This design comes from an exercise in tuning for small area on the open sky130 flow, not from production work. The RTL was checked by simulation tests, not by an equivalence proof against the original design. Power figures rest on the tool's default switching activity, not on a simulated workload.

<file path="flow/config.mk">
export PLATFORM = sky130hd
export DESIGN_NAME = ANITA3_simple_trigger
export DESIGN_NICKNAME = ANITA3_simple_trigger
export VERILOG_FILES = /design/flow/design.v
export SDC_FILE = /design/flow/constraint.sdc
export NUM_CORES = 4
export LEC_CHECK = 0
export CAP_MARGIN = 20
export CORE_MARGIN = 2
export CORE_UTILIZATION = 75
export PLACE_DENSITY = 0.85
export SLEW_MARGIN = 20
</file>
<file path="flow/constraint.sdc">
create_clock -name core_clock -period 4.0 [get_ports {clk250_i}]
set_input_delay 0.8000 -clock core_clock [delete_from_list [all_inputs] [get_ports {clk250_i}]]
set_output_delay 0.8000 -clock core_clock [all_outputs]
set_load 0.01 [all_outputs]
</file>
<file path="flow/design.v">
`timescale 1ns / 1ps
module srl_oneshot(
		input clk250_i,
		input rst_i,
		input valid_i,
		input trig_i,
		output hold_o,
		output scal_o
    );
	reg flag;
	reg [15:0] delay_line;
	always @(posedge clk250_i) begin
		if (rst_i) flag <= 1'b0;
		else if (trig_i) flag <= 1'b1;
		else if (delay_line[15] && valid_i) flag <= 1'b0;
		delay_line <= {delay_line[14:0],trig_i};
	end
	assign scal_o = flag;
	assign hold_o = delay_line[1];
endmodule
`timescale 1ns / 1ps
module srl_oneshot_with_ref(
		input clk250_i,
		input rst_i,
		input valid_i,
		input pulse_i,
		input trig_i,
		output mon_scal_o,
		output scal_o
    );
	reg mon_x;
	reg mon_edge;
	reg mon_flag;
	reg flag;
	reg [15:0] delay_line;
	reg [15:0] mon_delay_line;
	wire x = flag & pulse_i;
	always @(posedge clk250_i) begin
		if (rst_i) begin
			mon_edge <= 1'b0;
			mon_flag <= 1'b0;
			flag <= 1'b0;
		end else begin
			mon_edge <= x && !mon_x;
			if (mon_edge) mon_flag <= 1'b1;
			else if (mon_delay_line[15] && valid_i) mon_flag <= 1'b0;
			if (trig_i) flag <= 1'b1;
			else if (delay_line[15] && valid_i) flag <= 1'b0;
		end
		mon_x <= x;
		mon_delay_line <= {mon_delay_line[14:0],mon_edge};
		delay_line <= {delay_line[14:0],trig_i};
	end
	assign scal_o = flag;
	assign mon_scal_o = mon_flag;
endmodule
`timescale 1ns / 1ps
module ANITA3_trigger_holdoff(
		input clk250_i,
		input rst_i,
		input trig_i,
		output holdoff_o
    );
	reg holdoff_div_2;
	reg [3:0] holdoff_counter;
	wire [4:0] holdoff_counter_plus_one = holdoff_counter + 1;
	reg trigger_holdoff;
	reg clear_holdoff;
	always @(posedge clk250_i) begin
		if (rst_i) begin
			trigger_holdoff <= 0;
			holdoff_div_2 <= 0;
			holdoff_counter <= {4{1'b0}};
			clear_holdoff <= 0;
		end else begin
			if (clear_holdoff) trigger_holdoff <= 0;
			else if (trig_i) trigger_holdoff <= 1;
			if (!trigger_holdoff) holdoff_div_2 <= 0;
			else holdoff_div_2 <= ~holdoff_div_2;
			if (!trigger_holdoff) holdoff_counter <= {4{1'b0}};
			else if (holdoff_div_2) holdoff_counter <= holdoff_counter_plus_one;
			clear_holdoff <= holdoff_counter_plus_one[4];
		end
	end
	assign holdoff_o = trigger_holdoff;
endmodule
`timescale 1ns / 1ps
module ANITA3_simple_trigger_map(
		input clk250_i,
		input [47:0] L1_i,
		input [31:0] mask_i,
		output [15:0] V_pol_phi_o,
		output [15:0] H_pol_phi_o
    );
	wire [15:0] V_in;
	wire [15:0] H_in;
	assign V_in[0]  = L1_i[4*2+0];  assign V_in[4]  = L1_i[4*2+1];
	assign H_in[0]  = L1_i[4*2+2];  assign H_in[4]  = L1_i[4*2+3];
	assign V_in[2]  = L1_i[4*3+0];  assign V_in[6]  = L1_i[4*3+1];
	assign H_in[2]  = L1_i[4*3+2];  assign H_in[6]  = L1_i[4*3+3];
	assign V_in[1]  = L1_i[4*4+0];  assign V_in[5]  = L1_i[4*4+1];
	assign H_in[1]  = L1_i[4*4+2];  assign H_in[5]  = L1_i[4*4+3];
	assign V_in[3]  = L1_i[4*5+0];  assign V_in[7]  = L1_i[4*5+1];
	assign H_in[3]  = L1_i[4*5+2];  assign H_in[7]  = L1_i[4*5+3];
	assign V_in[15] = L1_i[4*6+0];  assign V_in[11] = L1_i[4*6+1];
	assign H_in[15] = L1_i[4*6+2];  assign H_in[11] = L1_i[4*6+3];
	assign V_in[13] = L1_i[4*7+0];  assign V_in[9]  = L1_i[4*7+1];
	assign H_in[13] = L1_i[4*7+2];  assign H_in[9]  = L1_i[4*7+3];
	assign V_in[14] = L1_i[4*8+0];  assign V_in[10] = L1_i[4*8+1];
	assign H_in[14] = L1_i[4*8+2];  assign H_in[10] = L1_i[4*8+3];
	assign V_in[12] = L1_i[4*9+0];  assign V_in[8]  = L1_i[4*9+1];
	assign H_in[12] = L1_i[4*9+2];  assign H_in[8]  = L1_i[4*9+3];
	reg [15:0] V_pol_phi_reg;
	reg [15:0] H_pol_phi_reg;
	reg [15:0] V_pol_phi_pipe;
	reg [15:0] H_pol_phi_pipe;
	always @(posedge clk250_i) begin
		V_pol_phi_reg <= V_in & ~mask_i[15:0];
		H_pol_phi_reg <= H_in & ~mask_i[31:16];
		V_pol_phi_pipe <= V_pol_phi_reg;
		H_pol_phi_pipe <= H_pol_phi_reg;
	end
	assign V_pol_phi_o = V_pol_phi_pipe;
	assign H_pol_phi_o = H_pol_phi_pipe;
endmodule
`timescale 1ns / 1ps
module ANITA3_simple_trigger( clk250_i,
										rst_i,
										L1_i,
										trig_o,
										scal_o,
										scal_L1_o,
										disable_i,
										refpulse_i,
										mon_scal_o,
										ant_mask_i,
										phi_mask_i,
										phi_o,
										count_o
										);
	input clk250_i;
	input rst_i;
	input [47:0] L1_i;
	input [31:0] ant_mask_i;
	input [31:0] phi_mask_i;
	output trig_o;
	output [31:0] phi_o;
	output [31:0] scal_o;
	output [31:0] scal_L1_o;
	input refpulse_i;
	output [31:0] mon_scal_o;
	output [7:0] count_o;
	input disable_i;
	wire [15:0] V_pol_phi;
	wire [15:0] H_pol_phi;
	wire [15:0] V_pol_hold;
	wire [15:0] H_pol_hold;
	ANITA3_simple_trigger_map u_map(.clk250_i(clk250_i),
											  .mask_i(ant_mask_i),
											  .L1_i(L1_i),
											  .V_pol_phi_o(V_pol_phi),
											  .H_pol_phi_o(H_pol_phi));
	reg [1:0] rst_d;
	always @(posedge clk250_i) rst_d <= {rst_d[0], rst_i};
	wire rst_hold = rst_i | rst_d[0] | rst_d[1];
	reg [4:0] rst_age;
	reg valid;
	always @(posedge clk250_i) begin
		if (rst_i) begin
			rst_age <= 5'd0;
			valid <= 1'b0;
		end else begin
			if (!valid) rst_age <= rst_age + 5'd1;
			if (rst_age == 5'd17) valid <= 1'b1;
		end
	end
	reg [15:0] V_pol_trig;
	reg [15:0] H_pol_trig;
	reg [15:0] V_pol_pat;
	reg [15:0] H_pol_pat;
	reg rf_trigger;
	reg any_rf_trigger;
	reg [1:0] raw_rf_trigger;
	wire trigger_holdoff;
	reg [7:0] raw_rf_count;
	reg rf_count_flag;
	reg [7:0] rf_count;
	reg trig_disable;
	generate
		genvar i;
		for (i=0;i<16;i=i+1) begin : RF_TRIG
			srl_oneshot l1v_scaler(.clk250_i(clk250_i),.rst_i(rst_hold),.valid_i(valid),.trig_i(V_pol_phi[i]),
													.hold_o(V_pol_hold[i]),.scal_o(scal_L1_o[i]));
			srl_oneshot l1h_scaler(.clk250_i(clk250_i),.rst_i(rst_hold),.valid_i(valid),.trig_i(H_pol_phi[i]),
													.hold_o(H_pol_hold[i]),.scal_o(scal_L1_o[16+i]));
			srl_oneshot_with_ref v_scaler(.clk250_i(clk250_i),.rst_i(rst_i),.valid_i(valid),.trig_i(V_pol_trig[i]),.pulse_i(refpulse_i),
													.scal_o(scal_o[i]), .mon_scal_o(mon_scal_o[i]));
			srl_oneshot_with_ref h_scaler(.clk250_i(clk250_i),.rst_i(rst_i),.valid_i(valid),.trig_i(H_pol_trig[i]),.pulse_i(refpulse_i),
													.scal_o(scal_o[16+i]), .mon_scal_o(mon_scal_o[16+i]));
			always @(posedge clk250_i) begin
				if (rst_hold) begin
					V_pol_trig[i] <= 1'b0;
					H_pol_trig[i] <= 1'b0;
				end else begin
					V_pol_trig[i] <= V_pol_phi[i] && V_pol_phi[(i+1)%16] && !phi_mask_i[i];
					H_pol_trig[i] <= H_pol_phi[i] && H_pol_phi[(i+1)%16] && !phi_mask_i[16+i];
				end
			end
		end
	endgenerate
	wire latch_pat = any_rf_trigger && !trigger_holdoff;
	wire pat_load = latch_pat & ~rst_i;
	wire pat_keep = ~latch_pat & ~rst_i;
	always @(posedge clk250_i) begin
		V_pol_pat <= (V_pol_hold & {16{pat_load}}) | (V_pol_pat & {16{pat_keep}});
		H_pol_pat <= (H_pol_hold & {16{pat_load}}) | (H_pol_pat & {16{pat_keep}});
	end
	always @(posedge clk250_i) begin
		if (rst_i) begin
			trig_disable <= 1'b0;
			any_rf_trigger <= 1'b0;
			rf_trigger <= 1'b0;
			raw_rf_trigger <= 2'b00;
			rf_count_flag <= 1'b0;
			raw_rf_count <= 8'd0;
			rf_count <= 8'd0;
		end else begin
			trig_disable <= disable_i;
			any_rf_trigger <= (|H_pol_trig) | (|V_pol_trig);
			rf_trigger <= latch_pat && !trig_disable;
			raw_rf_trigger <= {raw_rf_trigger[0],any_rf_trigger};
			rf_count_flag <= raw_rf_trigger[0] && !raw_rf_trigger[1];
			if (rf_count_flag) raw_rf_count <= raw_rf_count + 8'd1;
			if (rf_count_flag && trigger_holdoff) rf_count <= raw_rf_count;
		end
	end
	ANITA3_trigger_holdoff u_rf_holdoff(.clk250_i(clk250_i),
													.rst_i(rst_i),
													.trig_i(any_rf_trigger),
													.holdoff_o(trigger_holdoff));
	assign trig_o = rf_trigger;
	assign phi_o = {H_pol_pat,V_pol_pat};
	assign count_o = rf_count;
endmodule
</file>
<file path="flow/flow/run.sh">
#!/bin/bash
set -euo pipefail
export BUFFER_PORTS_ARGS="-buffer_cell sky130_fd_sc_hd__buf_1"
export CTS_ARGS="-sink_clustering_enable -repair_clock_nets -dont_use_dummy_load -buf_list sky130_fd_sc_hd__clkbuf_16 -sink_clustering_size 36 -sink_clustering_max_diameter 40"

bash standard.sh finish > standard_make.log 2>&1
</file>
<file path="flow/standard.sh">
#!/bin/bash
# synth_recipe.tcl (not shown) runs the flow's synth.tcl, then flattens the netlist and writes it again
# the make line also repeats each setting of config.mk as NAME=value (left out here)
make -C /OpenROAD-flow-scripts/flow DESIGN_CONFIG=/design/flow/config.mk WORK_HOME=/design/flow/orfs CLKGATE_MAP_FILE= SYNTH_SCRIPT=/design/flow/synth_recipe.tcl "${@:-finish}"
</file>
==> results of run 1 <==
[cell families after synthesis]
group / count (synthesis)
multiplexers: 2
buffers and inverters: 140
AND/OR/NAND/NOR: 408
adder cells (fa/ha/maj): 4
AO/OA/AOI/OAI: 147
XOR/XNOR: 11
flip-flops: 1861
[where the power goes]
part / total, W / switching, W / internal, W / leakage [nW]
Combinational: 0.000195 / 0.000127 / 0.0000687 / 1.13
Clock: 0.0121 / 0.00592 / 0.00618 / 1.73
Sequential: 0.0191 / 0.000173 / 0.0189 / 15.2
[metrics by stage]
stage          power (W)  worst slack [ps]  hold WS [ps]  instances
6_report          0.0313              1600           219       3517
3_3_place_gp      0.0196              1370           310       3373
2_1_floorplan     0.0195              2400           310       2573
5_1_grt           0.0321              1580           186       3514
4_1_cts           0.0313              1460           178       3513
3_5_place_dp      0.0196              1280           312       3373
[worst max-delay path by stage]
| stage | start | slack [ps] | to |
|---|---|---|---|
| 3_5_place_dp | rst_i | 1280 | RF_TRIG[4].v_scaler.mon_edge |
| 4_1_cts | u_rf_holdoff.trigger_holdoff | 1460 | H_pol_pat[1] |
| 2_1_floorplan | rst_i | 2400 | RF_TRIG[0].l1h_scaler.flag |
| 5_1_grt | u_rf_holdoff.trigger_holdoff | 1580 | H_pol_pat[1] |
| 6_report | H_pol_pat[1] | 1600 | phi_o[17] |
| 3_3_place_gp | rst_i | 1370 | RF_TRIG[15].h_scaler.mon_edge |
[cell usage in the layout, fill, tap and decap left out, types with 2 or more instances in the layout]
cell type	netlist	routed
nand4b_1	2	2
buf_1	1	235
a22o_1	32	32
and4_1	2	2
o21ai_0	2	2
diode_2	0	3
or3_1	3	2
a21oi_1	111	110
xnor2_1	3	3
nor3_1	5	5
clkbuf_16	0	140
nor2b_1	36	36
mux2i_1	2	2
dfxtp_1	1861	1860
and2_1	32	32
xor2_1	8	8
nor2_1	115	114
ha_1	4	4
nor4_1	8	8
nand2b_1	3	3
nor3b_1	60	60
nand2_1	126	126
nand4_1	2	2
nand3_1	9	9
inv_1	4	4
buf_4	97	4
[Yosys cell counts (2+ instances only)]
cell type	count	share of area
nand2b_1	3	0.00045
dfxtp_1	1861	0.90
a22o_1	32	0.0068
nand2_1	126	0.011
nand3_1	9	0.0011
nor3b_1	60	0.011
and4_1	2	0.00042
nor2b_1	36	0.0055
nor2_1	115	0.010
inv_1	4	0.00036
mux2i_1	2	0.00049
or3_1	3	0.00045
ha_1	4	0.0012
nor3_1	5	0.00061
buf_4	97	0.018
nor4_1	8	0.0012
buf_2	20	0.0024
and2_1	32	0.0049
nand4b_1	2	0.00042
buf_6	3	0.00082
o21ai_0	2	0.00024
clkbuf_1	15	0.0014
xor2_1	8	0.0017
a21oi_1	111	0.013
xnor2_1	3	0.00064
nand4_1	2	0.00030
[routing by layer]
metal / wire, um / up-vias / GRT usage / part of all wire
met5: 13 / - / 0 / 0.00017
met4: 2910 / 2 / 0.114 / 0.037
met3: 3720 / 192 / 0.0600 / 0.048
met2: 40500 / 578 / 0.470 / 0.52
met1: 30600 / 8961 / 0.316 / 0.39
li1: - / 8470 / - / -
[final cells by class]
type                    count  area, um2  area share
multi-input cells         572       3090      0.0676
flip-flops and latches   1861      37300       0.815
repair buffers            241        947      0.0207
clock buffers             140       3500      0.0767
well taps                 696        871      0.0191
diodes                      3       7.51    0.000164
inverters                   4       15.0    0.000329
==> key figures, run 1 <==
Outcome
  – Outcome: no timing/DRC/antenna violations

Clock network
  – Clock transition at the registers of the reported paths: 100 ps
  – CTS tree: done
  – Post-CTS sizing: 0
  – Clk Latency, worst-skew pair: 750 ps
  – CTS H-tree depth: 4
  – Max Root-Sink Buffers: 3
  – Root buf cell: clkbuf_16
  – Post-CTS Hold Buffers: 0
  – Clock Sinks: 1861
  – TritonCTS Buffers: 140
  – Post-CTS setup buffer count: 0

Final layout
  – Area grow syn2layout: 10.8%
  – Util after Layout: 0.844
  – Ratio of cells with drive above 1 in the final layout: 0.0543
  – Fillers: about 2300
  – Fin area: 0.0457 mm2
  – Layout Nets: 2940

Floorplan
  – Die Y: 239 um
  – Core Rows: 85
  – Core area: 0.0541 mm2
  – Area of the die: approximately 0.057 mm2
  – Initial Util: 0.762
  – I/O pins: 253
  – Die X: approximately 240 um

Routing
  – Routed vias: 18200
  – Avg Vias per Cell: 5.18
  – WL per Instance: 22.1 um
  – DR iter-0 viols: ~1000
  – Post-DRT Antenna Nets: 0
  – DRT Pass-1 Iters: 8
  – # DRC: 0
  – Post-Route WL: just under 80 mm

Timing
  – Clk_skew: 61.7 ps
  – Final Hold Viols: 0
  – Final worst-path cycle share: 0.601
  – Worst-Margin Slew: 1090 ps
  – Final setup violation count: 0
  – Min Tclk post-route: 2400 ps
  – Post-Route Setup TNS: 0 ps
  – Max Slew Vio Count: 0
  – F_max: 416 MHz
  – Slew headroom: 0.271
  – RSZ-0062 raised after global routing: no

Worst hold path
  – Min-delay worst type: in -> reg
  – Hold Path Cell Cnt: 2
  – WHS Endpoint: u_map.H_pol_phi_reg[13]
  – Hold path startpoint: ant_mask_i[29]

GRT
  – Largest net degree at the start of global routing: a little over 90
  – Total GRT Usage: 0.267
  – Vias in the first global route: 19800
  – First-pass GRT wire length: ~110 mm
  – Total congestion overflow: 0
  – Initial antenna violation count: 3

Setup path
  – Crit path buf inv count: 1
  – Slowest stage delay, CP: 620 ps
  – Worst R2R Path Depth: 4
  – Reg2reg end: H_pol_pat[1]
  – Worst Setup Start Kind: register
  – CP delay by family, top: flip-flops
  – CP endpoint kind: primary output
  – Reg2reg setup slack: 1690 ps
  – WP depth: 1
  – Crit path arrival time: 1600 ps
  – Worst-path cell chain: buf_1
  – Worst path slowest cell: dfxtp_1
  – Required @ worst endpoint: 3200 ps
  – Crit path kind: reg -> out
  – CP max FO: 2
  – Reg-to-reg startpoint: u_rf_holdoff.trigger_holdoff

Yosys
  – FFs w/ async S/R, synth: 0
  – Mean Syn Cell Area: 16.0 um2
  – Syn nets: 2693
  – Number of flops mapped to enable cells by yosys: 0
  – Largest family of logic cells by synthesized area: simple AND/OR/NAND/NOR gates
  – Mux cell area share after synthesis: 0.000485
  – Cell count after synthesis: 2573
  – Post-Synth Simple-Gate Area: 0.0493
  – Adder-Cell Fraction of Synth Area: 0.00121
  – Yosys reg bits: 1861
  – Register area share after synthesis: 0.903
  – Main synth FF type: dfxtp_1
  – Post-synthesis cell area: 0.0413 mm2
  – Synth Area in Compound Gates: 0.0208
  – Yosys warns: 5
  – Cell variety after synth: 34
  – Xor and xnor area share after synthesis: 0.00234

Flow run
  – Maxcap violations: 0

Power
  – Leak Pwr: between 15 and 20 nW
  – Peak VDD IR: 0.000558 V
  – P per Cell Area: between 600 and 700 mW/mm2

Placement
  – PortBufs: 236
  – Placed standard-cell area: 0.0422 mm2
  – DP Wirelength: 39.0 mm
  – RePlAce Congestion: 0.793
==> run 2, diff against run 1 <==
==> flow/flow/run.sh (replaced) <==
#!/bin/bash
set -euo pipefail
export BUFFER_PORTS_ARGS="-buffer_cell sky130_fd_sc_hd__buf_1"
export CTS_ARGS="-sink_clustering_enable -repair_clock_nets -dont_use_dummy_load -buf_list sky130_fd_sc_hd__clkbuf_8 -sink_clustering_size 24 -sink_clustering_max_diameter 40"

bash standard.sh finish > standard_make.log 2>&1
--- a/flow/config.mk
+++ b/flow/config.mk
@@ -9,4 +9,4 @@
 export CORE_MARGIN = 2
-export CORE_UTILIZATION = 75
-export PLACE_DENSITY = 0.85
+export CORE_UTILIZATION = 60
+export PLACE_DENSITY = 0.7
 export SLEW_MARGIN = 20
==> run 2 against run 1 <==
Largest cell class unchanged. Clock power shrank 32%. Total power shrank 13%. Sequential power is essentially flat. Utilization shrank 19 points. Fmax grew 10%. First-iteration DRC count shrank 42%. Sequential share of layout area grew 2.4 points. Still clean. Non-clock buffer count grew 3. Synthesized area is the same. Routed wire length shrank 28%. Setup slack gained 220 ps. Critical endpoint is now scal_o[20].
==> key figures, run 2 <==
Floorplan
  – Die X: 266 um (+12%)
  – Die Y: 266 um (+12%)
  – Area of the die: 0.0709 mm2 (+25%)
  – I/O pins: 253 (unchanged)
  – Core area: 0.0683 mm2 (+26%)
  – Core Rows: 96 (+13%)
  – Initial Util: 0.604 (-0.158)

GRT
  – First-pass GRT wire length: 86.3 mm (-23%)
  – Largest net degree at the start of global routing: 92 (-1.1%)
  – Total GRT Usage: 0.160 (-0.107)
  – Initial antenna violation count: 9 (+6)
  – Total congestion overflow: 0 (unchanged)
  – Vias in the first global route: 16800 (-15%)

Placement
  – Placed standard-cell area: 0.0425 mm2 (+0.71%)
  – RePlAce Congestion: 0.809 (+1.9%)
  – PortBufs: 236 (unchanged)
  – DP Wirelength: 36.0 mm (-7.8%)
  – Cell count after placement: 3563 (+5.6%)

Yosys
  – Main area contributors after synthesis: dfxtp_1 90%, buf_4 1.8%, a21oi_1 1.3%
  – Yosys warns: 5 (unchanged)
  – Synth top area share: 0.903 (unchanged)
  – Register area share after synthesis: 0.903 (unchanged)
  – Number of flops mapped to enable cells by yosys: 0 (unchanged)
  – Mean Syn Cell Area: 16.0 um2 (unchanged)
  – Yosys top cell by area: dfxtp_1
  – Most common library cells after synthesis: 1861 x dfxtp_1, 126 x nand2_1, 115 x nor2_1, 111 x a21oi_1, 97 x buf_4
  – Cell count after synthesis: 2573 (unchanged)
  – Post-synthesis cell area: 0.0413 mm2 (unchanged)
  – Yosys reg bits: 1861 (unchanged)
  – FFs w/ async S/R, synth: 0 (unchanged)
  – Top-count cell post-synth: dfxtp_1
  – Cell variety after synth: 34 (unchanged)
  – Main synth FF type: dfxtp_1
  – Syn nets: 2693 (unchanged)

Setup path
  – CP delay by family, top: flip-flops
  – Worst Setup Start Kind: register
  – Worst R2R Path Depth: 4 (unchanged)
  – Crit path buf inv count: 1 (unchanged)
  – Reg2reg end: RF_TRIG[15].v_scaler.flag
  – Reg-to-reg startpoint: valid
  – CP endpoint kind: primary output
  – Worst-path cell chain: buf_1
  – Reg2reg setup slack: 2090 ps (+400 ps)
  – Slowest stage delay, CP: 370 ps (-250 ps)
  – Crit path arrival time: 1380 ps (-220 ps)
  – Worst path slowest cell: dfxtp_1
  – Required @ worst endpoint: 3200 ps (about the same)
  – CP max FO: 4 (+2)
  – Crit path kind: reg -> out

Clock network
  – CTS tree: done
  – Clk Latency, worst-skew pair: 790 ps (+40 ps)
  – Post-CTS sizing: 0 (unchanged)
  – Post-CTS Hold Buffers: 0 (unchanged)
  – Post-CTS setup buffer count: 0 (unchanged)
  – Root buf cell: clkbuf_8
  – TritonCTS Buffers: 141 (+0.71%)
  – Clock Sinks: 1861 (unchanged)
  – Max Root-Sink Buffers: 3 (unchanged)
  – CTS H-tree depth: 4 (unchanged)
  – Clock transition at the registers of the reported paths: 110 ps (about the same)

Final layout
  – Layout Nets: 2944 (+0.14%)
  – Fin area: 0.0444 mm2 (-2.8%)
  – Util after Layout: 0.650 (-0.194)
  – Area grow syn2layout: 7.62%
  – Commonest non-fill, non-tap cell in the layout: dfxtp_1
  – Ratio of cells with drive above 1 in the final layout: 0.0556 (+0.00134)
  – Most frequent cells in the layout: 1860 x dfxtp_1, 235 x buf_1, 141 x clkbuf_8
  – Finished Layout Cells: 3707 (+5.4%)

Routing
  – # DRC: 0 (unchanged)
  – DR iter-0 viols: 576 (-42%)
  – Post-DRT Antenna Nets: 0 (unchanged)
  – Avg Vias per Cell: 4.55 (-12%)
  – Routed vias: 16900 (-7.3%)
  – DRT Pass-1 Iters: 4 (-4)
  – WL per Instance: 15.1 um (-32%)
  – Post-Route WL: 55.9 mm (-28%)

Timing
  – F_max: 458 MHz (+10%)
  – Slew headroom: 0.276 (+0.00567)
  – Post-Route Setup TNS: 0 ps (unchanged)
  – Final worst-path cycle share: 0.545 (-0.0553)
  – WHS: 141 ps (-78.4 ps)
  – RSZ-0062 raised after global routing: no
  – Final Hold Viols: 0 (unchanged)
  – Min Tclk post-route: 2180 ps (-221 ps)
  – Final setup violation count: 0 (unchanged)
  – Max Slew Vio Count: 0 (unchanged)
  – Clk_skew: 105 ps (+43.4 ps)
  – Worst-Margin Slew: 1080 ps (-8.48 ps)

Power
  – Peak VDD IR: 0.000350 V (-37%)
  – Leak Pwr: 17.3 nW (-3.8%)
  – P per Cell Area: 616 mW/mm2 (-10%)

Worst hold path
  – Hold Path Cell Cnt: 2 (unchanged)
  – Min-delay worst type: in -> reg
  – WHS Endpoint: u_map.V_pol_phi_reg[9]
  – Hold path startpoint: ant_mask_i[9]

Outcome
  – Outcome: no timing/DRC/antenna violations

Flow run
  – Maxcap violations: 0 (unchanged)
run 2: stage by stage:
step	power (W)	worst slack, ps
floorplan	0.0195	2400
global placement	0.0196	1530
detailed placement	0.0196	1470
CTS	0.0277	1700
global route	0.0284	1710
finish	0.0273	1820
run 2: cells by family after synthesis:
kind of cell | Yosys count | share of synthesized area
flip-flops | 1861 | 0.903
AND/OR/NAND/NOR | 408 | 0.0493
AO/OA/AOI/OAI | 147 | 0.0208
buffers and inverters | 140 | 0.0227
XOR/XNOR | 11 | 0.00234
adder cells (fa/ha/maj) | 4 | 0.00121
multiplexers | 2 | 0.000485
run 2: worst max path at each step:
stage	start	endpoint	slack [ps]	cells after the start
5_1_grt	RF_TRIG[13].l1v_scaler.flag	scal_L1_o[13]	1710	1
3_5_place_dp	rst_i	H_pol_pat[14]	1470	4
3_3_place_gp	rst_i	V_pol_pat[4]	1530	4
6_report	RF_TRIG[4].h_scaler.flag	scal_o[20]	1820	1
2_1_floorplan	rst_i	RF_TRIG[0].l1h_scaler.flag	2400	4
4_1_cts	RF_TRIG[5].v_scaler.flag	scal_o[5]	1700	1
run 2: cell type report:
cell class / count / area, um2
antenna: 3 / 7.51
clock buffer: 141 / 1940
fill: 4792 / 23900
inverter: 4 / 15.0
multi-input combinational: 572 / 3080
sequential: 1861 / 37300
tap: 882 / 1100
timing repair buffer: 244 / 990
run 2: power by group:
group | internal, W | switching [W] | leakage (nW)
combinational | 0.0000725 | 0.000110 | 1.15
clock | 0.00316 | 0.00501 | 1.01
sequential | 0.0189 | 0.000121 | 15.2
run 2: routing by layer:
layer  share of wire  wire (um)  track usage
met1            0.46      25800        0.208
met2            0.45      25100        0.251
met3           0.055       3090       0.0464
met4           0.031       1730       0.0717
met5          0.0011         61            0
==> run 3, diff against run 2 <==
==> flow/flow/run.sh (replaced) <==
#!/bin/bash
# Standard ORFS layout with three changes: port buffers are buf_1, CTS uses
# clkbuf_8 sink clusters of up to 20 flops, and CTS adds no dummy loads.
set -euo pipefail
export BUFFER_PORTS_ARGS="-buffer_cell sky130_fd_sc_hd__buf_1"
export CTS_ARGS="-sink_clustering_enable -repair_clock_nets -buf_list sky130_fd_sc_hd__clkbuf_8 -sink_clustering_size 20 -sink_clustering_max_diameter 60 -dont_use_dummy_load"
bash standard.sh finish > standard_make.log 2>&1
--- a/flow/config.mk
+++ b/flow/config.mk
@@ -9,4 +9,3 @@
 export CORE_MARGIN = 2
-export CORE_UTILIZATION = 60
-export PLACE_DENSITY = 0.7
+export CORE_UTILIZATION = 40
 export SLEW_MARGIN = 20
==> run 3 against run 2 <==
Still clean. Sequential share of layout area decreased by 0.43 points. Critical endpoint is now scal_o[16]. First-iteration DRC count increased by 19%. Largest power group unchanged. Global-route usage decreased by 4.9 points. Flip-flop and latch count unchanged. Via count decreased by 2.4%.
==> key figures, run 3 <==
Outcome
  – Outcome: no timing/DRC/antenna violations

Placement
  – DP Wirelength: 37.3 mm (+3.7%)
  – PortBufs: 236 (unchanged)
  – RePlAce Congestion: 0.710 (-12%)
  – Cell count after placement: 4048 (+14%)

Clock network
  – Post-CTS sizing: 0 (unchanged)
  – Max Root-Sink Buffers: 3 (unchanged)
  – CTS tree: done
  – Clk Latency, worst-skew pair: 780 ps (about the same)
  – Post-CTS Hold Buffers: 0 (unchanged)
  – TritonCTS Buffers: 115 (-18%)
  – Root buf cell: clkbuf_8
  – Clock transition at the registers of the reported paths: 110 ps (about the same)
  – Clock Sinks: 1861 (unchanged)
  – Post-CTS setup buffer count: 0 (unchanged)
  – CTS H-tree depth: 3 (-1)

GRT
  – Total GRT Usage: 0.112 (-0.0486)
  – First-pass GRT wire length: 89.6 mm (+3.8%)
  – Largest net degree at the start of global routing: 59 (-36%)
  – Vias in the first global route: 15800 (-6.4%)
  – Total congestion overflow: 0 (unchanged)
  – Initial antenna violation count: 4 (-5)

Power
  – Peak VDD IR: 0.000382 V (+8.9%)
  – P per Cell Area: 599 mW/mm2 (-2.7%)
  – Clock Power Share: 0.283 (-0.016)
  – Combinational share of power: 0.007 (about the same)
  – Pint: 0.0215 W (-2.7%)
  – Reg power frac: 0.710 (+0.015)
  – Leak Pwr: 17.1 nW (-1.1%)
  – Switching power total: 0.00523 W (about the same)
  – Switching Share: 0.196 (+0.00412)

Yosys
  – Yosys top cell by area: dfxtp_1
  – Main area contributors after synthesis: dfxtp_1 90%, buf_4 1.8%, a21oi_1 1.3%
  – Most common library cells after synthesis: 1861 x dfxtp_1, 126 x nand2_1, 115 x nor2_1, 111 x a21oi_1, 97 x buf_4
  – Yosys reg bits: 1861 (unchanged)
  – Mean Syn Cell Area: 16.0 um2 (unchanged)
  – Register area share after synthesis: 0.903 (unchanged)
  – Post-synthesis cell area: 0.0413 mm2 (unchanged)
  – Top-count cell post-synth: dfxtp_1
  – Cell variety after synth: 34 (unchanged)
  – Cell count after synthesis: 2573 (unchanged)
  – Syn nets: 2693 (unchanged)
  – Synth top area share: 0.903 (unchanged)
  – FFs w/ async S/R, synth: 0 (unchanged)
  – Main synth FF type: dfxtp_1
  – Number of flops mapped to enable cells by yosys: 0 (unchanged)
  – Yosys warns: 5 (unchanged)

Routing
  – Post-DRT Antenna Nets: 0 (unchanged)
  – DR iter-0 viols: 685 (+19%)
  – DRT Pass-1 Iters: 4 (unchanged)
  – Routed vias: 16500 (-2.4%)
  – Avg Vias per Cell: 3.95 (-13%)
  – # DRC: 0 (unchanged)
  – Post-Route WL: 58.7 mm (+5.1%)
  – WL per Instance: 14.1 um (-6.5%)

Floorplan
  – Initial Util: 0.404 (-0.199)
  – Die X: 325 um (+22%)
  – Core area: 0.102 mm2 (+49%)
  – Core Rows: 117 (+22%)
  – Die Y: 325 um (+22%)
  – I/O pins: 253 (unchanged)
  – Area of the die: 0.106 mm2 (+49%)

Setup path
  – Required @ worst endpoint: 3200 ps (about the same)
  – Worst path slowest cell: dfxtp_1
  – CP endpoint kind: primary output
  – Crit path kind: reg -> out
  – Worst-path cell chain: buf_1
  – Worst Setup Start Kind: register
  – CP max FO: 4 (unchanged)
  – Crit path buf inv count: 1 (unchanged)
  – CP delay by family, top: flip-flops
  – Crit path arrival time: 1470 ps (+90 ps)
  – Slowest stage delay, CP: 400 ps (+30 ps)

Timing
  – Final setup violation count: 0 (unchanged)
  – Clk_skew: 106 ps (+1.18 ps)
  – Min Tclk post-route: 2270 ps (+85.8 ps)
  – Max Slew Vio Count: 0 (unchanged)
  – Final worst-path cycle share: 0.567 (+0.0215)
  – F_max: 441 MHz (-3.8%)
  – Worst-Margin Slew: 901 ps (-182 ps)
  – RSZ-0062 raised after global routing: no
  – Post-Route Setup TNS: 0 ps (unchanged)
  – Slew headroom: 0.399 (+0.123)
  – Final Hold Viols: 0 (unchanged)

Flow run
  – Maxcap violations: 0 (unchanged)

Final layout
  – Storage element area: 0.0373 mm2 (unchanged)
  – Area grow syn2layout: 8.17%
  – Ratio of cells with drive above 1 in the final layout: 0.0472 (-0.00841)
  – Layout Nets: 2917 (-0.92%)
  – Fillers: 9181 (+92%)
  – Commonest non-fill, non-tap cell in the layout: dfxtp_1
  – Finished Layout Cells: 4167 (+12%)
  – Area occupied by multi-input gates: 0.00309 mm2 (+0.24%)
  – Most frequent cells in the layout: 1860 x dfxtp_1, 234 x buf_1, 126 x nand2_1

Worst hold path
  – Min-delay worst type: in -> reg
==> run 3: changes by cell type in the layout (fill, tap and decap cells not counted) <==
cell / change
or3_1: -1
nor3_2: -1
buf_12: +1
clkbuf_8: -26
nor3_4: +1
diode_2: +1
buf_1: -1
clkbuf_2: +1
or3_2: +1
buf_16: -2
==> run 3: final timing paths <==
check,depth (start not counted),endpoint,slack [ps],from
hold / removal,2,u_map.H_pol_phi_reg[1],160,ant_mask_i[17]
hold reg to reg,0,RF_TRIG[12].l1v_scaler.delay_line[7],270,RF_TRIG[12].l1v_scaler.delay_line[6]
setup / recovery,1,scal_o[16],1730,RF_TRIG[0].h_scaler.flag
setup reg to reg,4,V_pol_pat[1],1880,u_rf_holdoff.trigger_holdoff
==> run 3: cell families after synthesis <==
kind of cell	count (synthesis)	synth area share
XOR/XNOR	11	0.00234
adder cells (fa/ha/maj)	4	0.00121
AO/OA/AOI/OAI	147	0.0208
buffers and inverters	140	0.0227
multiplexers	2	0.000485
AND/OR/NAND/NOR	408	0.0493
flip-flops	1861	0.903
==> run 3: layout make-up <==
cell class,count,area share
multi-input combinational,572,0.0693
tap,1368,0.0384
inverter,4,0.000336
antenna,4,0.000224
timing repair buffer,243,0.0214
sequential,1861,0.835
clock buffer,115,0.0355
==> run 3: power groups by stage <==
stage | Combinational [W] | Clock (W) | Sequential [W]
3_3_place_gp | 0.000187 | 0 | 0.0194
2_1_floorplan | 0.000101 | 0 | 0.0194
6_report | 0.000181 | 0.00757 | 0.0190
3_5_place_dp | 0.000189 | 0 | 0.0194
4_1_cts | 0.000189 | 0.00799 | 0.0190
5_1_grt | 0.000204 | 0.00870 | 0.0190
==> run 3: through the flow <==
step	instance area, um2	utilization	power (W)	setup WS (ps)	hold WS (ps)
6_report	44600	0.437	0.0267	1730	160
5_1_grt	44600	0.437	0.0279	1590	66.7
4_1_cts	44600	0.437	0.0272	1620	39.2
3_5_place_dp	43000	0.422	0.0196	1320	312
3_3_place_gp	43000	0.422	0.0196	1350	309
2_1_floorplan	41300	-	0.0195	2400	310
==> run 3: metal layers <==
metal,vias to the layer above,GRT usage,part of all wire
met1,7697,0.148,0.48
met5,-,0,0.00022
met3,119,0.0348,0.066
met4,2,0.0443,0.028
li1,8374,-,-
met2,279,0.169,0.42
==> run 4, diff against run 3 <==
--- a/flow/design.v
+++ b/flow/design.v
@@ -5,4 +5,4 @@
 		input valid_i,
-		input trig_i,
-		output hold_o,
+		input trig_n_i,
+		output hold_n_o,
 		output scal_o
@@ -10,11 +10,11 @@
 	reg flag;
-	reg [15:0] delay_line;
+	reg [15:0] delay_line_n;
 	always @(posedge clk250_i) begin
 		if (rst_i) flag <= 1'b0;
-		else if (trig_i) flag <= 1'b1;
-		else if (delay_line[15] && valid_i) flag <= 1'b0;
-		delay_line <= {delay_line[14:0],trig_i};
+		else if (!trig_n_i) flag <= 1'b1;
+		else if (!delay_line_n[15] && valid_i) flag <= 1'b0;
+		delay_line_n <= {delay_line_n[14:0],trig_n_i};
 	end
 	assign scal_o = flag;
-	assign hold_o = delay_line[1];
+	assign hold_n_o = delay_line_n[1];
 endmodule
@@ -26,3 +26,3 @@
 		input pulse_i,
-		input trig_i,
+		input trig_n_i,
 		output mon_scal_o,
@@ -30,12 +30,12 @@
     );
-	reg mon_x;
-	reg mon_edge;
+	reg mon_x_n;
+	reg mon_edge_n;
 	reg mon_flag;
 	reg flag;
-	reg [15:0] delay_line;
-	reg [15:0] mon_delay_line;
-	wire x = flag & pulse_i;
-	always @(posedge clk250_i) begin
-		if (rst_i) begin
-			mon_edge <= 1'b0;
+	reg [15:0] delay_line_n;
+	reg [15:0] mon_delay_line_n;
+	wire x_n = !(flag & pulse_i);
+	always @(posedge clk250_i) begin
+		if (rst_i) begin
+			mon_edge_n <= 1'b1;
 			mon_flag <= 1'b0;
@@ -43,11 +43,11 @@
 		end else begin
-			mon_edge <= x && !mon_x;
-			if (mon_edge) mon_flag <= 1'b1;
-			else if (mon_delay_line[15] && valid_i) mon_flag <= 1'b0;
-			if (trig_i) flag <= 1'b1;
-			else if (delay_line[15] && valid_i) flag <= 1'b0;
-		end
-		mon_x <= x;
-		mon_delay_line <= {mon_delay_line[14:0],mon_edge};
-		delay_line <= {delay_line[14:0],trig_i};
+			mon_edge_n <= x_n || !mon_x_n;
+			if (!mon_edge_n) mon_flag <= 1'b1;
+			else if (!mon_delay_line_n[15] && valid_i) mon_flag <= 1'b0;
+			if (!trig_n_i) flag <= 1'b1;
+			else if (!delay_line_n[15] && valid_i) flag <= 1'b0;
+		end
+		mon_x_n <= x_n;
+		mon_delay_line_n <= {mon_delay_line_n[14:0],mon_edge_n};
+		delay_line_n <= {delay_line_n[14:0],trig_n_i};
 	end
@@ -91,4 +91,4 @@
 		input [31:0] mask_i,
-		output [15:0] V_pol_phi_o,
-		output [15:0] H_pol_phi_o
+		output [15:0] V_pol_phi_n_o,
+		output [15:0] H_pol_phi_n_o
     );
@@ -117,4 +117,4 @@
 	always @(posedge clk250_i) begin
-		V_pol_phi_reg <= V_in & ~mask_i[15:0];
-		H_pol_phi_reg <= H_in & ~mask_i[31:16];
+		V_pol_phi_reg <= ~(V_in & ~mask_i[15:0]);
+		H_pol_phi_reg <= ~(H_in & ~mask_i[31:16]);
 		V_pol_phi_pipe <= V_pol_phi_reg;
@@ -122,4 +122,4 @@
 	end
-	assign V_pol_phi_o = V_pol_phi_pipe;
-	assign H_pol_phi_o = H_pol_phi_pipe;
+	assign V_pol_phi_n_o = V_pol_phi_pipe;
+	assign H_pol_phi_n_o = H_pol_phi_pipe;
 endmodule
@@ -153,6 +153,6 @@
 	input disable_i;
-	wire [15:0] V_pol_phi;
-	wire [15:0] H_pol_phi;
-	wire [15:0] V_pol_hold;
-	wire [15:0] H_pol_hold;
+	wire [15:0] V_pol_phi_n;
+	wire [15:0] H_pol_phi_n;
+	wire [15:0] V_pol_hold_n;
+	wire [15:0] H_pol_hold_n;
 	ANITA3_simple_trigger_map u_map(.clk250_i(clk250_i),
@@ -160,4 +160,4 @@
 											  .L1_i(L1_i),
-											  .V_pol_phi_o(V_pol_phi),
-											  .H_pol_phi_o(H_pol_phi));
+											  .V_pol_phi_n_o(V_pol_phi_n),
+											  .H_pol_phi_n_o(H_pol_phi_n));
 	reg [1:0] rst_d;
@@ -176,4 +176,4 @@
 	end
-	reg [15:0] V_pol_trig;
-	reg [15:0] H_pol_trig;
+	reg [15:0] V_pol_trig_n;
+	reg [15:0] H_pol_trig_n;
 	reg [15:0] V_pol_pat;
@@ -191,9 +191,9 @@
 		for (i=0;i<16;i=i+1) begin : RF_TRIG
-			srl_oneshot l1v_scaler(.clk250_i(clk250_i),.rst_i(rst_hold),.valid_i(valid),.trig_i(V_pol_phi[i]),
-													.hold_o(V_pol_hold[i]),.scal_o(scal_L1_o[i]));
-			srl_oneshot l1h_scaler(.clk250_i(clk250_i),.rst_i(rst_hold),.valid_i(valid),.trig_i(H_pol_phi[i]),
-													.hold_o(H_pol_hold[i]),.scal_o(scal_L1_o[16+i]));
-			srl_oneshot_with_ref v_scaler(.clk250_i(clk250_i),.rst_i(rst_i),.valid_i(valid),.trig_i(V_pol_trig[i]),.pulse_i(refpulse_i),
+			srl_oneshot l1v_scaler(.clk250_i(clk250_i),.rst_i(rst_hold),.valid_i(valid),.trig_n_i(V_pol_phi_n[i]),
+													.hold_n_o(V_pol_hold_n[i]),.scal_o(scal_L1_o[i]));
+			srl_oneshot l1h_scaler(.clk250_i(clk250_i),.rst_i(rst_hold),.valid_i(valid),.trig_n_i(H_pol_phi_n[i]),
+													.hold_n_o(H_pol_hold_n[i]),.scal_o(scal_L1_o[16+i]));
+			srl_oneshot_with_ref v_scaler(.clk250_i(clk250_i),.rst_i(rst_i),.valid_i(valid),.trig_n_i(V_pol_trig_n[i]),.pulse_i(refpulse_i),
 													.scal_o(scal_o[i]), .mon_scal_o(mon_scal_o[i]));
-			srl_oneshot_with_ref h_scaler(.clk250_i(clk250_i),.rst_i(rst_i),.valid_i(valid),.trig_i(H_pol_trig[i]),.pulse_i(refpulse_i),
+			srl_oneshot_with_ref h_scaler(.clk250_i(clk250_i),.rst_i(rst_i),.valid_i(valid),.trig_n_i(H_pol_trig_n[i]),.pulse_i(refpulse_i),
 													.scal_o(scal_o[16+i]), .mon_scal_o(mon_scal_o[16+i]));
@@ -201,7 +201,7 @@
 				if (rst_hold) begin
-					V_pol_trig[i] <= 1'b0;
-					H_pol_trig[i] <= 1'b0;
+					V_pol_trig_n[i] <= 1'b1;
+					H_pol_trig_n[i] <= 1'b1;
 				end else begin
-					V_pol_trig[i] <= V_pol_phi[i] && V_pol_phi[(i+1)%16] && !phi_mask_i[i];
-					H_pol_trig[i] <= H_pol_phi[i] && H_pol_phi[(i+1)%16] && !phi_mask_i[16+i];
+					V_pol_trig_n[i] <= V_pol_phi_n[i] || V_pol_phi_n[(i+1)%16] || phi_mask_i[i];
+					H_pol_trig_n[i] <= H_pol_phi_n[i] || H_pol_phi_n[(i+1)%16] || phi_mask_i[16+i];
 				end
@@ -214,4 +214,4 @@
 	always @(posedge clk250_i) begin
-		V_pol_pat <= (V_pol_hold & {16{pat_load}}) | (V_pol_pat & {16{pat_keep}});
-		H_pol_pat <= (H_pol_hold & {16{pat_load}}) | (H_pol_pat & {16{pat_keep}});
+		V_pol_pat <= (~V_pol_hold_n & {16{pat_load}}) | (V_pol_pat & {16{pat_keep}});
+		H_pol_pat <= (~H_pol_hold_n & {16{pat_load}}) | (H_pol_pat & {16{pat_keep}});
 	end
@@ -228,3 +228,3 @@
 			trig_disable <= disable_i;
-			any_rf_trigger <= (|H_pol_trig) | (|V_pol_trig);
+			any_rf_trigger <= !((&H_pol_trig_n) & (&V_pol_trig_n));
 			rf_trigger <= latch_pat && !trig_disable;
==> run 4 against run 3 <==
Hold slack better by 26 ps. Via count decreased by 0.38%. Sequential share of layout area increased by 0.79 points. Highest routed layer is now met4. Synthesized cell count decreased by 4.3%. First-iteration DRC count shrank 3.1%. Register-to-register slack improved by 170 ps. Largest power group unchanged. Critical path depth is the same. Die area decreased by 1.2%. Flip-flop and latch count unchanged. Critical endpoint is now scal_o[30]. Global-route usage down 0.088 points. Non-clock buffer count is the same.
==> key figures, run 4 <==
Outcome
  – Outcome: no timing/DRC/antenna violations

GRT
  – Global routing met1 resource utilization: 0.149 (+0.000440)
  – Met2 Resource Use GR: 0.168 (-0.00112)
  – Grt peak-use layer: met2
  – Vias in the first global route: 16000 (+1.3%)
  – Met3 GRT Util: 0.0265 (-0.00827)
  – Largest net degree at the start of global routing: 87 (+47%)
  – Initial antenna violation count: 11 (+7)
  – Total congestion overflow: 0 (unchanged)
  – First-pass GRT wire length: 88.1 mm (-1.7%)
  – Total GRT Usage: 0.111 (-0.000885)

Floorplan
  – Die Y: 323 um (-0.59%)
  – Core Rows: 117 (unchanged)
  – Initial Util: 0.402 (-0.00250)
  – Die X: 323 um (-0.59%)
  – Area of the die: 0.104 mm2 (-1.2%)
  – Core area: 0.101 mm2 (-0.57%)
  – I/O pins: 253 (unchanged)

Timing
  – RSZ-0062 raised after global routing: no
  – Final worst slack: 1650 ps (-81.1 ps)
  – Max Slew Vio Count: 0 (unchanged)
  – F_max: 426 MHz (-3.5%)
  – Post-Route Setup TNS: 0 ps (unchanged)
  – Min Tclk post-route: 2350 ps (+81.1 ps)
  – Final setup violation count: 0 (unchanged)
  – Slew headroom: 0.445 (+0.0464)
  – Worst-Margin Slew: 829 ps (-72.5 ps)
  – Final Hold Viols: 0 (unchanged)
  – Final worst-path cycle share: 0.587 (+0.0203)
  – Clk_skew: 101 ps (-4.98 ps)

Yosys
  – Register area share after synthesis: 0.914 (+0.0109)
  – Number of flops mapped to enable cells by yosys: 0 (unchanged)
  – Main synth FF type: dfxtp_1
  – Mean Syn Cell Area: 16.6 um2 (+3.3%)
  – Yosys reg bits: 1861 (unchanged)
  – Cell count after synthesis: 2462 (-4.3%)
  – Cell variety after synth: 26 (-24%)
  – Post-synthesis cell area: 0.0408 mm2 (-1.2%)
  – Synth top area share: 0.914 (+0.0109)
  – Yosys warns: 5 (unchanged)
  – FFs w/ async S/R, synth: 0 (unchanged)
  – Most common library cells after synthesis: 1861 x dfxtp_1, 111 x a21oi_1, 99 x o21ai_0, 96 x buf_4, 45 x nand2_1
  – Syn nets: 2582 (-4.1%)
  – Top-count cell post-synth: dfxtp_1
  – Main area contributors after synthesis: dfxtp_1 91%, buf_4 1.8%, a21oi_1 1.4%
  – Yosys top cell by area: dfxtp_1

Setup path
  – Crit path arrival time: 1550 ps (+80 ps)
  – Reg2reg setup slack: 2050 ps (+170 ps)
  – Worst R2R Path Depth: 4 (unchanged)
  – Worst path slowest cell: dfxtp_1
  – Worst-path cell chain: buf_1
  – Worst Setup Start Kind: register
  – Crit path kind: reg -> out
  – Reg2reg end: RF_TRIG[14].l1v_scaler.flag
  – CP max FO: 4 (unchanged)
  – CP endpoint kind: primary output
  – Slowest stage delay, CP: 610 ps (+210 ps)
  – Crit path buf inv count: 1 (unchanged)
  – Reg-to-reg startpoint: valid
  – CP delay by family, top: flip-flops
  – Required @ worst endpoint: 3200 ps (about the same)

Placement
  – Pre-CTS WS: 1250 ps (-68.6 ps)
  – Placed standard-cell area: 0.0425 mm2 (-1.2%)
  – PortBufs: 236 (unchanged)
  – Cell count after placement: 3931 (-2.9%)
  – DP Wirelength: 36.8 mm (-1.3%)
  – RePlAce Congestion: 0.767 (+8.1%)

Clock network
  – Root buf cell: clkbuf_8
  – TritonCTS Buffers: 116 (+0.87%)
  – Clock Sinks: 1861 (unchanged)
  – Post-CTS setup buffer count: 0 (unchanged)
  – Clock transition at the registers of the reported paths: 110 ps (about the same)
  – CTS tree: done
  – Post-CTS sizing: 0 (unchanged)
  – Post-CTS Hold Buffers: 0 (unchanged)
  – Clk Latency, worst-skew pair: 770 ps (about the same)
  – Max Root-Sink Buffers: 3 (unchanged)
  – CTS H-tree depth: 3 (unchanged)

Final layout
  – Storage element area: 0.0373 mm2 (about the same)
  – Area occupied by multi-input gates: 0.00261 mm2 (-16%)
  – Layout Nets: 2804 (-3.9%)
  – Fillers: 8939 (-2.6%)
  – Fin area: 0.0442 mm2 (-0.95%)
  – Ratio of cells with drive above 1 in the final layout: 0.0485 (+0.00124)
  – Area grow syn2layout: 8.43%
  – Commonest non-fill, non-tap cell in the layout: dfxtp_1
  – Finished Layout Cells: 4056 (-2.7%)
  – Most frequent cells in the layout: 1861 x dfxtp_1, 234 x buf_1, 116 x clkbuf_8

Routing
  – DRT Pass-1 Iters: 6 (+2)
  – DR iter-0 viols: 664 (-3.1%)
  – Post-DRT Antenna Nets: 0 (unchanged)
  – WL per Instance: 14.3 um (+1.3%)
  – # DRC: 0 (unchanged)
  – Post-Route WL: 57.9 mm (-1.4%)
  – Routed vias: 16400 (-0.38%)
  – Avg Vias per Cell: 4.05 (+2.3%)

Power
  – Reg power frac: 0.710 (about the same)
  – Switching Share: 0.195 (-0.000208)
  – Switching power total: 0.00523 W (about the same)
  – Leak Pwr: 16.9 nW (-1.1%)
  – Peak VDD IR: 0.000246 V (-36%)
  – P per Cell Area: 605 mW/mm2 (+1.0%)
  – Combinational share of power: 0.006 (about the same)
  – Tot Pwr: 0.0268 W (about the same)
  – Clock Power Share: 0.284 (about the same)
  – Pint: 0.0215 W (about the same)

Worst hold path
  – Hold path startpoint: L1_i[19]
  – Min-delay worst type: in -> reg
  – WHS Endpoint: u_map.H_pol_phi_reg[5]
  – Hold Path Cell Cnt: 2 (unchanged)

Flow run
  – Maxcap violations: 0 (unchanged)
[run 4: cell count changes in the layout (fill, tap and decap cells not counted), moves of 10 or more]
cell	change
nand3_1	+34
nor2_1	-95
a22o_1	-32
nand2_1	-82
and2_1	-32
nor3b_1	-60
o2bb2ai_1	+32
o21ai_0	+97
nand2b_1	+31
nor2b_1	-30
nand4_1	+10
or4_1	+31
[run 4: worst max-delay path by stage]
| stage | slack, ps | startpoint | cells past startpoint | end |
|---|---|---|---|---|
| after global placement | 1310 | rst_i | 4 | V_pol_trig_n[0] |
| final | 1650 | RF_TRIG[14].h_scaler.flag | 1 | scal_o[30] |
| after global routing | 1540 | rf_count[1] | 1 | count_o[1] |
| after detailed placement | 1250 | rst_i | 4 | H_pol_trig_n[8] |
| after floorplan | 2060 | rst_i | 4 | H_pol_trig_n[14] |
| after CTS | 1490 | rf_count[1] | 1 | count_o[1] |
[run 4: power groups by stage]
stage                     Sequential [W]  Clock [W]  Combinational [W]
after floorplan                   0.0194          0          0.0000891
after global placement            0.0194          0           0.000159
after detailed placement          0.0194          0           0.000163
after CTS                         0.0190    0.00798           0.000164
after global routing              0.0190    0.00865           0.000187
final                             0.0190    0.00760           0.000169
[run 4: cells by family after synthesis]
family	Yosys count	synth area share
AOI/OAI and AO/OA	242	0.0327
xor gates and xnor gates	11	0.00236
adders and majority gates	4	0.00123
buffers and inverters	142	0.0227
DFF	1861	0.914
muxes	2	0.000491
and+or+nand+nor	200	0.0266
[run 4: routing by layer]
layer  wire length, um  part of all wire
met1             27600              0.48
met2             25000              0.43
met3              3270             0.056
met4              2000             0.035
met5                 0                 0
[run 4: area by class of cell]
type	count	share of cell area
diodes	6	0.000340
multi-input cells	459	0.0590
clock buffers	116	0.0361
inverters	3	0.000311
flip-flops and latches	1861	0.843
repair buffers	243	0.0227
well taps	1368	0.0387
[run 4: metrics by stage]
step | utilization | hold slack [ps]
floorplan | - | 310
finish | 0.436 | 186
global placement | 0.419 | 310
detailed placement | 0.419 | 312
CTS | 0.435 | 50.5
global route | 0.436 | 95.9
==> run 5, diff against run 4 <==
==> flow/flow/run.sh (replaced) <==
#!/bin/bash
set -euo pipefail
export BUFFER_PORTS_ARGS="-buffer_cell sky130_fd_sc_hd__buf_1"
export CTS_ARGS="-sink_clustering_enable -repair_clock_nets -dont_use_dummy_load -buf_list sky130_fd_sc_hd__clkbuf_8 -sink_clustering_size 20 -sink_clustering_max_diameter 60"

bash standard.sh finish > standard_make.log 2>&1
--- a/flow/config.mk
+++ b/flow/config.mk
@@ -9,3 +9,4 @@
 export CORE_MARGIN = 2
-export CORE_UTILIZATION = 40
+export CORE_UTILIZATION = 60
+export PLACE_DENSITY = 0.7
 export SLEW_MARGIN = 20
==> run 5 against run 4 <==
Critical endpoint is now scal_o[17]. Largest cell class unchanged. Largest power group unchanged. Sequential share of layout area grew 1.7 points. Via count shrank 0.94%. Setup slack gained 140 ps. Clock skew shrank 53 ps. First-iteration DRC count grew 3.2%.
==> key figures, run 5 <==
Outcome
  – Outcome: no timing/DRC/antenna violations

Yosys
  – Number of flops mapped to enable cells by yosys: 0 (unchanged)
  – Yosys top cell by area: dfxtp_1
  – Main area contributors after synthesis: dfxtp_1 91%, buf_4 1.8%, a21oi_1 1.4%
  – Main synth FF type: dfxtp_1
  – Mean Syn Cell Area: 16.6 um2 (unchanged)
  – Yosys warns: 5 (unchanged)
  – Post-synthesis cell area: 0.0408 mm2 (unchanged)
  – Cell variety after synth: 26 (unchanged)
  – Cell count after synthesis: 2462 (unchanged)
  – Syn nets: 2582 (unchanged)
  – Synth top area share: 0.914 (unchanged)
  – Top-count cell post-synth: dfxtp_1
  – Yosys reg bits: 1861 (unchanged)
  – Register area share after synthesis: 0.914 (unchanged)
  – Most common library cells after synthesis: 1861 x dfxtp_1, 111 x a21oi_1, 99 x o21ai_0, 96 x buf_4, 45 x nand2_1
  – FFs w/ async S/R, synth: 0 (unchanged)

Timing
  – WHS: 246 ps (+59.8 ps)
  – Final Hold Viols: 0 (unchanged)
  – Min Tclk post-route: 2210 ps (-139 ps)
  – F_max: 453 MHz (+6.3%)
  – Post-Route Setup TNS: 0 ps (unchanged)
  – Final worst slack: 1790 ps (+139 ps)
  – Clk_skew: 47.9 ps (-53.4 ps)
  – Slew headroom: 0.293 (-0.152)
  – Final worst-path cycle share: 0.552 (-0.0348)
  – Worst-Margin Slew: 1060 ps (+232 ps)
  – RSZ-0062 raised after global routing: no
  – Max Slew Vio Count: 0 (unchanged)
  – Final setup violation count: 0 (unchanged)

Final layout
  – Most frequent cells in the layout: 1861 x dfxtp_1, 234 x buf_1, 110 x a21oi_1
  – Util after Layout: 0.645 (+0.209)
  – Fin area: 0.0433 mm2 (-2.0%)
  – Fillers: 4739 (-47%)
  – Layout Nets: 2789 (-0.53%)
  – Storage element area: 0.0373 mm2 (unchanged)
  – Area grow syn2layout: 6.28%
  – Ratio of cells with drive above 1 in the final layout: 0.0427 (-0.00573)
  – Commonest non-fill, non-tap cell in the layout: dfxtp_1
  – Area occupied by multi-input gates: 0.00260 mm2 (about the same)

Routing
  – DR iter-0 viols: 685 (+3.2%)
  – WL per Instance: 15.1 um (+5.9%)
  – Routed vias: 16300 (-0.94%)
  – Post-Route WL: 53.5 mm (-7.5%)
  – Post-DRT Antenna Nets: 0 (unchanged)
  – DRT Pass-1 Iters: 4 (-2)
  – # DRC: 0 (unchanged)
  – Avg Vias per Cell: 4.59 (+13%)

Clock network
  – Max Root-Sink Buffers: 3 (unchanged)
  – Root buf cell: clkbuf_8
  – Post-CTS setup buffer count: 0 (unchanged)
  – TritonCTS Buffers: 104 (-10%)
  – Clock transition at the registers of the reported paths: 110 ps (about the same)
  – Post-CTS Hold Buffers: 0 (unchanged)
  – CTS tree: done
  – Clk Latency, worst-skew pair: 710 ps (-60 ps)
  – Post-CTS sizing: 0 (unchanged)
  – CTS H-tree depth: 3 (unchanged)
  – Clock Sinks: 1861 (unchanged)

Setup path
  – Worst Setup Start Kind: register
  – Slowest stage delay, CP: 510 ps (-100 ps)
  – Worst path slowest cell: dfxtp_1
  – CP delay by family, top: flip-flops
  – CP max FO: 4 (unchanged)
  – Crit path kind: reg -> out
  – CP endpoint kind: primary output
  – Required @ worst endpoint: 3200 ps (about the same)
  – Crit path buf inv count: 1 (unchanged)
  – Crit path arrival time: 1410 ps (-140 ps)
  – Worst-path cell chain: buf_1

Floorplan
  – Core area: 0.0672 mm2 (-34%)
  – I/O pins: 253 (unchanged)
  – Initial Util: 0.607 (+0.205)
  – Die Y: 265 um (-18%)
  – Area of the die: 0.0700 mm2 (-33%)
  – Die X: 265 um (-18%)
  – Core Rows: 95 (-19%)

GRT
  – First-pass GRT wire length: 83.0 mm (-5.8%)
  – Initial antenna violation count: 6 (-5)
  – Vias in the first global route: 15900 (-0.71%)
  – Largest net degree at the start of global routing: 80 (-8.0%)
  – Total GRT Usage: 0.153 (+0.0420)
  – Total congestion overflow: 0 (unchanged)

Placement
  – Placed standard-cell area: 0.0419 mm2 (-1.5%)
  – PortBufs: 236 (unchanged)
  – Pre-CTS WS: 1230 ps (-14.9 ps)
  – DP Wirelength: 34.7 mm (-5.9%)
  – RePlAce Congestion: 0.809 (+5.5%)

Flow run
  – Maxcap violations: 0 (unchanged)

Power
  – Peak VDD IR: 0.000350 V (+42%)
  – Leak Pwr: 16.8 nW (-0.74%)
  – P per Cell Area: 608 mW/mm2 (+0.37%)

Worst hold path
  – Min-delay worst type: in -> reg
## run 5: kinds of logic (layout without fill, tap and decap cells)
| kind of cell | Yosys count | after routing | share of synthesized area |
|---|---|---|---|
| AO/OA/AOI/OAI | 242 | 242 | 0.0327 |
| XOR/XNOR | 11 | 11 | 0.00236 |
| adder cells (fa/ha/maj) | 4 | 4 | 0.00123 |
| buffers and inverters | 142 | 347 | 0.0227 |
| flip-flops | 1861 | 1861 | 0.914 |
| multiplexers | 2 | 2 | 0.000491 |
| other | 0 | 3 | 0 |
| AND/OR/NAND/NOR | 200 | 200 | 0.0266 |
## run 5: path summary, 6_finish.rpt
path,from,endpoint,slack (ps),cells after the start
worst min register to register,RF_TRIG[15].v_scaler.delay_line_n[13],RF_TRIG[15].v_scaler.delay_line_n[14],300,0
worst min-delay path,L1_i[25],u_map.V_pol_phi_reg[11],250,2
worst max-delay path,RF_TRIG[1].h_scaler.flag,scal_o[17],1790,1
worst max register to register,valid,RF_TRIG[13].v_scaler.mon_flag,2030,4
## run 5: stage by stage
step,power [W],cells
2_1_floorplan,0.0195,2462
3_3_place_gp,0.0196,3436
3_5_place_dp,0.0196,3436
4_1_cts,0.0266,3540
5_1_grt,0.0273,3542
6_report,0.0263,3543
## run 5: where the power goes
part / internal, W / switching, W / total (W) / leakage (nW)
combinational: 0.0000552 / 0.0000973 / 0.000153 / 0.839
sequential: 0.0189 / 0.000123 / 0.0190 / 15.2
clock: 0.00235 / 0.00483 / 0.00718 / 0.748
total: 0.0213 / 0.00505 / 0.0263 / 16.8
## run 5: metal layers
layer  vias to the layer above  global-route usage  part of all wire
met3                       104              0.0342             0.052
met4                         0              0.0618             0.030
met2                       342               0.235              0.43
met1                      7692               0.212              0.48
met5                         -                   0                 0
li1                       8116                   -                 -
## run 5: layout make-up
cell class,count,area share
antenna,3,0.000173
clock buffer,104,0.0330
inverter,3,0.000289
multi-input combinational,459,0.0601
sequential,1861,0.860
tap,873,0.0252
timing repair buffer,240,0.0213
==> run 6, diff against run 5 <==
--- a/flow/config.mk
+++ b/flow/config.mk
@@ -9,4 +9,4 @@
 export CORE_MARGIN = 2
-export CORE_UTILIZATION = 60
-export PLACE_DENSITY = 0.7
+export CORE_UTILIZATION = 75
+export PLACE_DENSITY = 0.85
 export SLEW_MARGIN = 20
==> run 6 against run 5 <==
Still clean on timing, DRC and antenna. Setup slack got worse by 24 ps. Clock power barely moved. First-iteration DRC count increased by 12%. Hold slack got worse by 22 ps. Via count rose by 2.0%. Clock skew grew 19 ps. Sequential share of layout area is 0.46 points higher. Fmax down 1.1%. Die area is 20% lower. Critical path type is now reg -> reg. Critical endpoint is now RF_TRIG[14].l1v_scaler.flag. Largest power group unchanged.
==> key figures, run 6 <==
Routing
  – DRT Pass-1 Iters: 5 (+1)
  – Post-Route WL: 57.8 mm (+8.1%)
  – DR iter-0 viols: 764 (+12%)
  – Post-DRT Antenna Nets: 0 (unchanged)
  – Routed vias: 16600 (+2.0%)
  – WL per Instance: 17.2 um (+14%)
  – # DRC: 0 (unchanged)
  – Avg Vias per Cell: 4.93 (+7.5%)

Setup path
  – Reg2reg end: RF_TRIG[14].l1v_scaler.flag
  – CP max FO: 51 (+47)
  – Crit path arrival time: 2810 ps (+1400 ps)
  – Worst Setup Start Kind: register
  – Worst R2R Path Depth: 4 (unchanged)
  – CP endpoint kind: register
  – Required @ worst endpoint: 4580 ps (+1380 ps)
  – Crit path kind: reg -> reg
  – Reg-to-reg startpoint: valid
  – Reg2reg setup slack: 1770 ps (-260 ps)

Timing
  – Final worst-path cycle share: 0.558 (+0.00603)
  – Min Tclk post-route: 2230 ps (+24.1 ps)
  – Post-Route Setup TNS: 0 ps (unchanged)
  – Final Hold Viols: 0 (unchanged)
  – Clk_skew: 66.9 ps (+19.0 ps)
  – RSZ-0062 raised after global routing: no
  – Slew headroom: 0.326 (+0.0326)
  – Max Slew Vio Count: 0 (unchanged)
  – Worst-Margin Slew: 1010 ps (-51.2 ps)
  – WHS: 224 ps (-22.2 ps)
  – Final worst slack: 1770 ps (-24.1 ps)
  – F_max: 448 MHz (-1.1%)
  – Final setup violation count: 0 (unchanged)

Floorplan
  – Core Rows: 85 (-11%)
  – Area of the die: 0.0562 mm2 (-20%)
  – I/O pins: 253 (unchanged)
  – Initial Util: 0.757 (+0.151)
  – Core area: 0.0538 mm2 (-20%)
  – Die Y: 237 um (-10%)
  – Die X: 237 um (-10%)

GRT
  – Total congestion overflow: 0 (unchanged)
  – Initial antenna violation count: 2 (-4)
  – Vias in the first global route: 17100 (+7.7%)
  – Largest net degree at the start of global routing: 65 (-19%)
  – Total GRT Usage: 0.210 (+0.0572)
  – First-pass GRT wire length: 89.8 mm (+8.3%)

Worst hold path
  – Hold Path Cell Cnt: 2 (unchanged)
  – Hold path startpoint: L1_i[29]
  – WHS Endpoint: u_map.V_pol_phi_reg[9]
  – Min-delay worst type: in -> reg

Final layout
  – Area occupied by multi-input gates: 0.00260 mm2 (about the same)
  – Fillers: 2778 (-41%)
  – Fin area: 0.0431 mm2 (-0.53%)
  – Most frequent cells in the layout: 1861 x dfxtp_1, 234 x buf_1, 110 x a21oi_1
  – Layout Nets: 2790 (+0.036%)
  – Commonest non-fill, non-tap cell in the layout: dfxtp_1
  – Storage element area: 0.0373 mm2 (unchanged)
  – Area grow syn2layout: 5.72%
  – Ratio of cells with drive above 1 in the final layout: 0.0431 (+0.000359)
  – Ant. Diodes: 0 (-3)
  – Util after Layout: 0.801 (+0.156)

Yosys
  – FFs w/ async S/R, synth: 0 (unchanged)
  – Yosys top cell by area: dfxtp_1
  – Top-count cell post-synth: dfxtp_1
  – Most common library cells after synthesis: 1861 x dfxtp_1, 111 x a21oi_1, 99 x o21ai_0, 96 x buf_4, 45 x nand2_1
  – Register area share after synthesis: 0.914 (unchanged)
  – Mean Syn Cell Area: 16.6 um2 (unchanged)
  – Main area contributors after synthesis: dfxtp_1 91%, buf_4 1.8%, a21oi_1 1.4%
  – Cell variety after synth: 26 (unchanged)
  – Yosys reg bits: 1861 (unchanged)
  – Post-synthesis cell area: 0.0408 mm2 (unchanged)
  – Main synth FF type: dfxtp_1
  – Number of flops mapped to enable cells by yosys: 0 (unchanged)
  – Cell count after synthesis: 2462 (unchanged)
  – Syn nets: 2582 (unchanged)
  – Synth top area share: 0.914 (unchanged)
  – Yosys warns: 5 (unchanged)

Clock network
  – Max Root-Sink Buffers: 3 (unchanged)
  – CTS H-tree depth: 3 (unchanged)
  – Post-CTS Hold Buffers: 0 (unchanged)
  – CTS tree: done
  – Clock transition at the registers of the reported paths: 110 ps (about the same)
  – Root buf cell: clkbuf_8
  – Clk Latency, worst-skew pair: 720 ps (about the same)
  – TritonCTS Buffers: 103 (-0.96%)
  – Clock Sinks: 1861 (unchanged)
  – Post-CTS sizing: 0 (unchanged)
  – Post-CTS setup buffer count: 0 (unchanged)

Placement
  – PortBufs: 236 (unchanged)
  – Pre-CTS WS: 1280 ps (+48.9 ps)
  – RePlAce Congestion: 0.793 (-2.0%)
  – Placed standard-cell area: 0.0417 mm2 (-0.50%)
  – DP Wirelength: 37.9 mm (+9.4%)

Power
  – Leak Pwr: 16.8 nW (about the same)
  – Peak VDD IR: 0.000489 V (+40%)
  – P per Cell Area: 611 mW/mm2 (+0.50%)

Outcome
  – Outcome: no timing/DRC/antenna violations

Flow run
  – Maxcap violations: 0 (unchanged)
[run 6: logic make-up after synthesis]
kind of cell / count (synthesis) / share of synthesized area
and+or+nand+nor: 200 / 0.0266
adders and majority gates: 4 / 0.00123
AOI/OAI and AO/OA: 242 / 0.0327
xor gates and xnor gates: 11 / 0.00236
DFF: 1861 / 0.914
muxes: 2 / 0.000491
buffers and inverters: 142 / 0.0227
[run 6: area by class of cell]
cell class              count  share of cell area
multi-input cells         459              0.0604
well taps                 696              0.0202
flip-flops and latches   1861               0.864
repair buffers            242              0.0217
clock buffers             103              0.0329
inverters                   3            0.000290
[run 6: worst max path at each step]
| stage | cells after the start | startpoint | slack, ps | to |
|---|---|---|---|---|
| 2_1_floorplan | 4 | rst_i | 2060 | H_pol_trig_n[14] |
| 4_1_cts | 1 | RF_TRIG[15].v_scaler.flag | 1710 | scal_o[15] |
| 3_5_place_dp | 3 | rst_i | 1280 | V_pol_trig_n[0] |
| 6_report | 4 | valid | 1770 | RF_TRIG[14].l1v_scaler.flag |
| 5_1_grt | 4 | valid | 1570 | RF_TRIG[10].l1h_scaler.flag |
| 3_3_place_gp | 3 | rst_i | 1380 | V_pol_trig_n[10] |
[run 6: critical path, stage by stage, from the launching register on]
cell and delay, ps:
dfxtp_1 500, clkinv_2 570, buf_4 550, o21ai_0 320
a21oi_1 130
[run 6: per-layer routing]
| layer | track usage | share of wire | vias to the layer above |
|---|---|---|---|
| met1 | 0.281 | 0.46 | 7983 |
| met2 | 0.349 | 0.47 | 368 |
| met4 | 0.0749 | 0.027 | 0 |
| li1 | - | - | 8123 |
| met5 | 0 | 0 | - |
| met3 | 0.0379 | 0.042 | 109 |
[run 6: through the flow]
stage / total power (W) / cells
after floorplan: 0.0195 / 2462
after global placement: 0.0196 / 3261
after detailed placement: 0.0196 / 3261
after CTS: 0.0265 / 3364
after global routing: 0.0272 / 3364
final: 0.0263 / 3364
[run 6: report_power, final]
part | internal, W | switching (W)
combinational | 0.0000562 | 0.000101
clock | 0.00233 | 0.00482
sequential | 0.0189 | 0.000135

Re-timed with assumed drivers on the ports (clkbuf_16 on the clock, buf_2 on other inputs), run 6 has 1.755 ns of setup slack against 1.767 ns with ideal ports, and 1.425 ns once port delays also move by the mid clock arrival of 0.740 ns.
